From an optimization exercise on the open Yosys and OpenROAD flow, aimed at small area, a short achievable clock period and few clock cycles per item; shortcuts taken in it are not production practice.
RTL that was checked went through simulation tests only; none was proved equivalent to the original.
The clock input has no modelled driver; a real chip could not lean on it and would need a root buffer or a full tree.
Power figures rest on the tool's default switching activity, not on a simulated workload.

==> v17: inputs <==
==> flow/design.v <==
module AEC(clk, rst, ascii_in, ready, valid, result);
input clk;
input rst;
input ready;
input [7:0] ascii_in;
output valid;
output [6:0] result;
localparam [3:0] OP_NOP  = 4'b0000;     
localparam [3:0] OP_EQ   = 4'b0010;
localparam [3:0] OP_LP   = 4'b0001;     
localparam [3:0] OP_LPT  = 4'b0011;     
localparam [3:0] OP_RP   = 4'b0100;
localparam [3:0] OP_MUL  = 4'b0110;
localparam [3:0] OP_ADD  = 4'b1000;
localparam [3:0] OP_SUB  = 4'b1001;
reg       c_dig;
reg [3:0] c_v;
wire is_eq  = ~c_dig & (c_v == OP_EQ);
wire is_lp  = ~c_dig & ~c_v[3] & c_v[0];
wire is_lpt = ~c_dig & ~c_v[3] & c_v[1] & c_v[0];
wire is_rp  = ~c_dig & (c_v == OP_RP);
wire is_as  = ~c_dig & c_v[3];
wire is_sub = ~c_dig & c_v[3] & c_v[0];
wire is_open = ~c_dig & ~c_v[3] & ~c_v[2] & (c_v[0] | ~c_v[1]);   
wire a_grp = ~ascii_in[6] & ~ascii_in[4];           
wire a_num = ~ascii_in[6] &  ascii_in[4] & ~(ascii_in[3] & ascii_in[2]);
wire a_eq  = ~ascii_in[6] &  ascii_in[4] &   ascii_in[3] & ascii_in[2];
wire a_dig = ascii_in[6] | a_num;
wire [3:0] a_val = ascii_in[6] ? ascii_in[3:0] + 4'd9 : ascii_in[3:0];
reg  [3:0] a_op;
always @* begin
    case (ascii_in[2:0])
        3'b000:  a_op = is_open ? OP_LPT : OP_LP;
        3'b001:  a_op = OP_RP;
        3'b010:  a_op = OP_MUL;
        3'b011:  a_op = OP_ADD;
        default: a_op = OP_SUB;
    endcase
    if (!a_grp)
        a_op = a_eq ? OP_EQ : OP_NOP;
end
reg       out_v;
reg       clr;
always @(posedge clk) begin
    if (rst || is_eq || out_v) begin
        c_dig <= 1'b0;
        c_v   <= OP_NOP;
    end else begin
        c_dig <= a_dig;
        c_v   <= a_dig ? a_val : a_op;
    end
end
reg [6:0] S, M;
reg [6:0] mark;                  
reg [1:0] sp;                    
reg [6:0] DS0, DS1, DS2;         
reg [6:0] DK1, DK2;
reg [6:0] K;
wire [6:0] ctxK = (sp == 2'd1) ? 7'd1 : (sp == 2'd2) ? DK1 : DK2;
wire [6:0] ctxS = (sp == 2'd1) ? DS0 : (sp == 2'd2) ? DS1 : DS2;
wire [6:0] sum  = S + M;
wire [6:0] pp0 = c_v[0] ? M : 7'd0;
wire [6:0] pp1 = c_v[1] ? {M[5:0], 1'b0} : 7'd0;
wire [6:0] pp2 = c_v[2] ? {M[4:0], 2'b0} : 7'd0;
wire [6:0] pp3 = c_v[3] ? {M[3:0], 3'b0} : 7'd0;
wire [6:0] prod = (pp0 + pp1) + (pp2 + pp3);
wire push = is_lp & ~is_lpt;
wire pop  = is_rp & ~mark[0];
always @(posedge clk) begin
    if (clr) begin
        S <= 7'd0;
        M <= 7'd1;
        K <= 7'd1;
        sp <= 2'd0;
    end else begin
        if (c_dig)
            M <= prod;
        if (is_eq)
            S <= sum;
        if (is_as) begin
            S <= sum;
            M <= is_sub ? -K : K;
        end
        if (push) begin
            S <= 7'd0;
            K <= M;
            sp <= sp + 2'd1;
        end
        if (is_rp) begin
            S <= pop ? ctxS : 7'd0;
            M <= sum;
        end
        if (pop) begin
            sp <= sp - 2'd1;
            K <= ctxK;
        end
    end
end
always @(posedge clk) begin
    if (is_lp)
        mark <= {mark[5:0], is_lpt};
    else if (is_rp)
        mark <= {1'b0, mark[6:1]};
end
always @(posedge clk) begin
    if (push) begin
        if (sp == 2'd0) DS0 <= S;
        if (sp == 2'd1) begin DS1 <= S; DK1 <= K; end
        if (sp == 2'd2) begin DS2 <= S; DK2 <= K; end
    end
end
always @(posedge clk) begin
    out_v <= is_eq & ~rst;
    clr <= is_eq | rst;
end
assign valid = out_v;
assign result = S;
endmodule
==> flow/flow/run.sh <==
#!/bin/bash
# Standard ORFS layout, with:
#  - synthesis leaving adders to ABC (area script) instead of mapping them
#    onto the library's full/half-adder cells; same registers,
#  - ports buffered with buf_4 cells,
#  - a tighter setup target for repair_timing,
#  - the clock distributed by flow/cts_hook.tcl (one level of equal
#    buffers) instead of TritonCTS's two-level tree.
# Clock period and SDC are unchanged.
set -euo pipefail
bash standard.sh SETUP_SLACK_MARGIN=${MARGIN:-7.25} ADDER_MAP_FILE= ABC_AREA=1 \
  PRE_CTS_TCL=$PWD/flow/cts_hook.tcl \
  "BUFFER_PORTS_ARGS=-buffer_cell sky130_fd_sc_hd__buf_4" finish > std_flow.log 2>&1
==> flow/flow/cts_hook.tcl <==
# Clock distribution in place of TritonCTS's tree, sourced by ORFS's cts.tcl
# as its PRE_CTS_TCL hook. The design has well under a hundred flip-flops,
# for which the H-tree gives two buffer levels; here the clock port drives
# CLKBUF_COUNT buffers of one size directly, each driving one group of
# flip-flops (the sinks sorted by x and cut into groups of equal size), so
# every register sees one buffer of the same kind and a similar load. The
# rest of cts.tcl (placement legalisation, repair_timing) runs as usual.
set cb_count [expr {[info exists ::env(CLKBUF_COUNT)] ? $::env(CLKBUF_COUNT) : 3}]
set cb_cell [expr {[info exists ::env(CLKBUF_CELL)] ? $::env(CLKBUF_CELL) : "sky130_fd_sc_hd__clkbuf_16"}]

set cb_db [ord::get_db]
set cb_block [ord::get_db_block]
set cb_master [$cb_db findMaster $cb_cell]
set cb_port [get_full_name [lindex [get_property [lindex [all_clocks] 0] sources] 0]]
set cb_net [[$cb_block findBTerm $cb_port] getNet]

proc cb_x { it } { return [lindex [[$it getInst] getLocation] 0] }
set cb_sinks [lsort -command {apply {{a b} {expr {[cb_x $a] - [cb_x $b]}}}} [$cb_net getITerms]]
set cb_n [llength $cb_sinks]
puts "clock distribution: $cb_n sinks, $cb_count x $cb_cell"

for {set g 0} {$g < $cb_count} {incr g} {
  set net [odb::dbNet_create $cb_block clknet_g$g]
  $net setSigType CLOCK
  set inst [odb::dbInst_create $cb_block $cb_master clkbuf_g$g]
  set lo [expr {$g * $cb_n / $cb_count}]
  set hi [expr {($g + 1) * $cb_n / $cb_count}]
  set sx 0
  set sy 0
  for {set k $lo} {$k < $hi} {incr k} {
    set it [lindex $cb_sinks $k]
    set loc [[$it getInst] getLocation]
    set sx [expr {$sx + [lindex $loc 0]}]
    set sy [expr {$sy + [lindex $loc 1]}]
    $it disconnect
    $it connect $net
  }
  set cnt [expr {$hi - $lo}]
  $inst setLocation [expr {$sx / $cnt}] [expr {$sy / $cnt}]
  $inst setPlacementStatus PLACED
  [$inst findITerm A] connect $cb_net
  [$inst findITerm X] connect $net
  puts "  clkbuf_g$g drives $cnt sinks"
}

set_propagated_clock [all_clocks]

# cts.tcl calls clock_tree_synthesis next: the clock is already distributed.
rename clock_tree_synthesis orig_clock_tree_synthesis
proc clock_tree_synthesis { args } {
  puts "clock_tree_synthesis skipped: clock distributed by cts_hook.tcl"
}
==> flow/standard.sh <==
#!/bin/bash
# synth_recipe.tcl (not shown) runs the flow's synth.tcl, then flattens the netlist and writes it again
# the make line also repeats each setting of config.mk as NAME=value (left out here)
make -C /OpenROAD-flow-scripts/flow DESIGN_CONFIG=/design/flow/config.mk WORK_HOME=/design/flow/orfs CLKGATE_MAP_FILE= SYNTH_SCRIPT=/design/flow/synth_recipe.tcl "${@:-finish}"
==> flow/config.mk <==
export PLATFORM = sky130hd
export DESIGN_NAME = AEC
export DESIGN_NICKNAME = AEC
export VERILOG_FILES = /design/flow/design.v
export SDC_FILE = /design/flow/constraint.sdc
export NUM_CORES = 4
export LEC_CHECK = 0
export CAP_MARGIN = 20
export CORE_MARGIN = 2
export CORE_UTILIZATION = 40
export SLEW_MARGIN = 20
==> flow/constraint.sdc <==
create_clock -name core_clock -period 10.0 [get_ports {clk}]
set_input_delay 2.0000 -clock core_clock [delete_from_list [all_inputs] [get_ports {clk}]]
set_output_delay 2.0000 -clock core_clock [all_outputs]
set_load 0.01 [all_outputs]
==> v12 (differences from v17) <==
==> flow/design.v, changed modules only <==
module AEC(clk, rst, ascii_in, ready, valid, result);
input clk;
input rst;
input ready;
input [7:0] ascii_in;
output valid;
output [6:0] result;
localparam [3:0] OP_NOP  = 4'b0000;     
localparam [3:0] OP_EQ   = 4'b0010;
localparam [3:0] OP_LP   = 4'b0001;     
localparam [3:0] OP_LPT  = 4'b0011;     
localparam [3:0] OP_RP   = 4'b0100;
localparam [3:0] OP_MUL  = 4'b0110;
localparam [3:0] OP_ADD  = 4'b1000;
localparam [3:0] OP_SUB  = 4'b1001;
reg       c_dig;
reg [3:0] c_v;
wire is_eq  = ~c_dig & (c_v == OP_EQ);
wire is_lp  = ~c_dig & ~c_v[3] & c_v[0];
wire is_lpt = ~c_dig & ~c_v[3] & c_v[1] & c_v[0];
wire is_rp  = ~c_dig & (c_v == OP_RP);
wire is_as  = ~c_dig & c_v[3];
wire is_sub = ~c_dig & c_v[3] & c_v[0];
wire is_open = ~c_dig & ~c_v[3] & ~c_v[2] & (c_v[0] | ~c_v[1]);   
wire a_grp = ~ascii_in[6] & ~ascii_in[4];           
wire a_num = ~ascii_in[6] &  ascii_in[4] & ~(ascii_in[3] & ascii_in[2]);
wire a_eq  = ~ascii_in[6] &  ascii_in[4] &   ascii_in[3] & ascii_in[2];
wire a_dig = ascii_in[6] | a_num;
wire [3:0] a_val = ascii_in[6] ? ascii_in[3:0] + 4'd9 : ascii_in[3:0];
reg  [3:0] a_op;
always @* begin
    case (ascii_in[2:0])
        3'b000:  a_op = is_open ? OP_LPT : OP_LP;
        3'b001:  a_op = OP_RP;
        3'b010:  a_op = OP_MUL;
        3'b011:  a_op = OP_ADD;
        default: a_op = OP_SUB;
    endcase
    if (!a_grp)
        a_op = a_eq ? OP_EQ : OP_NOP;
end
reg       out_v;
wire      clr = ~c_dig & (c_v == OP_NOP);
always @(posedge clk) begin
    if (rst || is_eq) begin
        c_dig <= 1'b0;
        c_v   <= OP_NOP;
        out_v <= 1'b0;
    end else begin
        c_dig <= a_dig;
        c_v   <= a_dig ? a_val : a_op;
        out_v <= a_eq;
    end
end
reg [6:0] S, M;
reg [6:0] R;                     
reg [4:0] mark;                  
reg [1:0] sp;                    
reg [6:0] DS0, DS1, DS2;         
reg [6:0] DK1, DK2;
reg [6:0] K;
wire [6:0] ctxK = (sp == 2'd1) ? 7'd1 : (sp == 2'd2) ? DK1 : DK2;
wire [6:0] ctxS = (sp == 2'd1) ? DS0 : (sp == 2'd2) ? DS1 : DS2;
wire [6:0] pp0 = c_v[0] ? M : 7'd0;
wire [6:0] pp1 = c_v[1] ? {M[5:0], 1'b0} : 7'd0;
wire [6:0] pp2 = c_v[2] ? {M[4:0], 2'b0} : 7'd0;
wire [6:0] pp3 = c_v[3] ? {M[3:0], 3'b0} : 7'd0;
wire [6:0] prod = (pp0 + pp1) + (pp2 + pp3);
wire push = is_lp & ~is_lpt;
wire pop  = is_rp & ~mark[0] & (sp != 2'd0);
wire [6:0] Kpm = is_sub ? -K : K;
reg  [6:0] S_n, M_n, K_n;
reg  [1:0] sp_n;
always @* begin
    S_n = S;
    M_n = M;
    K_n = K;
    sp_n = sp;
    if (clr) begin
        S_n = 7'd0;
        M_n = 7'd1;
        K_n = 7'd1;
        sp_n = 2'd0;
    end else begin
        if (c_dig)
            M_n = prod;
        if (is_as) begin
            S_n = R;
            M_n = Kpm;
        end
        if (push) begin
            S_n = 7'd0;
            K_n = M;
            sp_n = sp + 2'd1;
        end
        if (is_rp) begin
            S_n = pop ? ctxS : 7'd0;
            M_n = R;
        end
        if (pop) begin
            sp_n = sp - 2'd1;
            K_n = ctxK;
        end
    end
end
always @(posedge clk) begin
    S <= S_n;
    M <= M_n;
    K <= K_n;
    sp <= sp_n;
    R <= add7(S_n, M_n);
end
always @(posedge clk) begin
    if (is_lp)
        mark <= {mark[3:0], is_lpt};
    else if (is_rp)
        mark <= {1'b0, mark[4:1]};
end
always @(posedge clk) begin
    if (push) begin
        if (sp == 2'd0) DS0 <= S;
        if (sp == 2'd1) begin DS1 <= S; DK1 <= K; end
        if (sp == 2'd2) begin DS2 <= S; DK2 <= K; end
    end
end
assign valid = out_v;
assign result = R;
function [6:0] add7;
    input [6:0] x, y;
    integer i;
    reg c;
    begin
        c = 1'b0;
        for (i = 0; i < 7; i = i + 1) begin
            add7[i] = x[i] ^ y[i] ^ c;
            c = (x[i] & y[i]) | (c & (x[i] ^ y[i]));
        end
    end
endfunction
endmodule
--- a/flow/flow/run.sh
+++ b/flow/flow/run.sh
@@ -8,5 +8,6 @@
 #    buffers) instead of TritonCTS's two-level tree.
-# Clock period and SDC are unchanged.
+# Clock period and SDC are unchanged. make's output goes to std_flow.log
+# here; each ORFS step writes its own log under orfs/logs/.
 set -euo pipefail
-bash standard.sh SETUP_SLACK_MARGIN=${MARGIN:-7.25} ADDER_MAP_FILE= ABC_AREA=1 \
+bash standard.sh SETUP_SLACK_MARGIN=${MARGIN:-7.3} ADDER_MAP_FILE= ABC_AREA=1 \
   PRE_CTS_TCL=$PWD/flow/cts_hook.tcl \
==> v37 (differences from v17) <==
==> flow/design.v, changed modules only <==
module AEC(clk, rst, ascii_in, ready, valid, result);
input clk;
input rst;
input ready;
input [7:0] ascii_in;
output valid;
output [6:0] result;
reg c_dig, c_lp, c_rp, c_add, c_sub, c_eq;
reg [3:0] c_val;
wire a_grp = ~ascii_in[6] & ~ascii_in[4];           
wire a_num = ~ascii_in[6] &  ascii_in[4] & ~(ascii_in[3] & ascii_in[2]);
wire a_eq  = ~ascii_in[6] &  ascii_in[4] &   ascii_in[3] & ascii_in[2];
wire a_dig = ascii_in[6] | a_num;
wire [3:0] a_val = ascii_in[6] ? ascii_in[3:0] + 4'd9 : ascii_in[3:0];
always @(posedge clk) begin
    if (rst || c_eq) begin
        c_dig <= 1'b0; c_lp <= 1'b0; c_rp <= 1'b0;
        c_add <= 1'b0; c_sub <= 1'b0; c_eq <= 1'b0;
    end else begin
        c_dig <= a_dig;
        c_lp  <= a_grp & (ascii_in[2:0] == 3'b000);
        c_rp  <= a_grp & (ascii_in[2:0] == 3'b001);
        c_add <= a_grp & (ascii_in[2:0] == 3'b011);
        c_sub <= a_grp & (ascii_in[2:0] == 3'b101);
        c_eq  <= a_eq;
    end
    c_val <= a_val;
end
reg [6:0] S, M, K;
reg       triv;                  
reg [6:0] mark;                  
reg [1:0] sp;                    
reg [6:0] DS0, DS1, DS2;         
reg [6:0] DK1, DK2;              
wire [6:0] sum  = S + M;
wire [6:0] prod = M * c_val;
wire [6:0] ctxS = (sp == 2'd1) ? DS0 : (sp == 2'd2) ? DS1 : DS2;
wire [6:0] ctxK = (sp == 2'd1) ? 7'd1 : (sp == 2'd2) ? DK1 : DK2;
wire push = c_lp & ~triv;
wire pop  = c_rp & ~mark[0];
always @(posedge clk) begin
    if (rst || c_eq) begin
        S <= 7'd0;
        M <= 7'd1;
        K <= 7'd1;
        triv <= 1'b1;
        sp <= 2'd0;
    end else begin
        if (c_dig) begin
            M <= prod;
            triv <= 1'b0;
        end
        if (c_add | c_sub) begin
            S <= sum;
            M <= c_sub ? -K : K;
        end
        if (push) begin
            S <= 7'd0;
            K <= M;
            triv <= 1'b1;
            sp <= sp + 2'd1;
        end
        if (c_rp) begin
            S <= 7'd0;
            M <= sum;
            triv <= 1'b0;
        end
        if (pop) begin
            S <= ctxS;
            K <= ctxK;
            sp <= sp - 2'd1;
        end
    end
end
always @(posedge clk) begin
    if (c_lp)
        mark <= {mark[5:0], triv};
    else if (c_rp)
        mark <= {1'b0, mark[6:1]};
end
always @(posedge clk) begin
    if (push) begin
        if (sp == 2'd0) DS0 <= S;
        if (sp == 2'd1) begin DS1 <= S; DK1 <= K; end
        if (sp == 2'd2) begin DS2 <= S; DK2 <= K; end
    end
end
assign valid = c_eq;
assign result = sum;
endmodule
==> flow/run.sh (new file) <==
#!/bin/bash
# synth_recipe.tcl (not shown) runs the flow's synth.tcl, then flattens the netlist and writes it again
# the make line also repeats each setting of config.mk as NAME=value (left out here)
make -C /OpenROAD-flow-scripts/flow DESIGN_CONFIG=/design/flow/config.mk WORK_HOME=/design/flow/orfs CLKGATE_MAP_FILE= SYNTH_SCRIPT=/design/flow/synth_recipe.tcl finish
removed: flow/flow/run.sh
removed: flow/flow/cts_hook.tcl
removed: flow/standard.sh
==> run notes <==
Between v17 and v37, the lower sequential share of layout area is in v37 (gap 1.5 points). The highest final cell count belongs to v12, the lowest to v37. Cell area, lowest first: v17, v37, v12. Via count, highest first: v12, v17, v37. The lowest die area belongs to v17, the highest to v12. In critical path depth, v12 and v37 do not differ.
==> figures <==
item                                             v12         v37         v17
Top achievable clock speed                 0.374 GHz   0.208 GHz   0.369 GHz
Final Worst Setup Slack                      7320 ps     5200 ps     7290 ps
Clock-net power                             0.132 mW    0.312 mW    0.125 mW
Dpl ws                                       6510 ps     5570 ps     7060 ps
Netlist Area Pre-Place                      4220 µm²    4040 µm²    3880 µm²
Total track usage                              17.2%       16.7%       17.4%
Area of all placed cells without fillers    4740 µm²    4560 µm²    4250 µm²
Register area share after synthesis            45.6%       48.1%       47.9%
Run status          no timing/DRC/antenna violations  no timing/DRC/antenna violations  no timing/DRC/antenna violations
Synthesized net count                            557         419         505
Fill cell total of the finished layout          1042         927         921
P_sw                                        0.347 mW    0.183 mW    0.213 mW
DR vias/cell                                    4.99        5.33        5.13
Testbench counts of v17, summed over its fixed seeds: cycles 45,688, items 4,000.
Testbench counts of v37, summed over its fixed seeds: cycles 41,688, items 4,000.
No functional check of the RTL was part of v12. In v17 and v12 the design's own scripts or RTL, not TritonCTS, make the clock network.

-- re-timing with driven ports --
No port has a modelled driver above. Below, the same layouts with a new extraction and two added sets of constraints. Step 1 (the two cells are an assumption about what drives the block):
set clk [get_ports {clk}]
set_driving_cell -lib_cell sky130_fd_sc_hd__clkbuf_16 $clk
set_driving_cell -lib_cell sky130_fd_sc_hd__buf_2 [delete_from_list [all_inputs] $clk]
Step 2 times the ports against the registers' clock, not the clock port: input delays grow and output delays shrink by t, the midpoint of the rising clock arrivals with the driver on. a / b / c = no drivers / after step 1 / after step 2; a / b = the first two.
run | t (ns) | setup WS [ns] | worst setup path at the end | slew at the worst register clock pin (ns) | worst slew at a driven data input, ns
v17 | 0.220 | 7.290 / 7.225 / 7.108 | input to register | 0.10 / 0.10 | 0.04
v12 | 0.216 | 7.324 / 7.279 / 7.119 | input to register | 0.10 / 0.10 | 0.05
v37 | 0.379 | 5.200 / 5.167 / 5.546 | register to output | 0.09 / 0.09 | 0.03
After both steps setup and hold are still met in every run listed. For v12, which loses most, drivers alone change the setup slack by -0.045 ns; drivers and shift together by -0.205 ns.
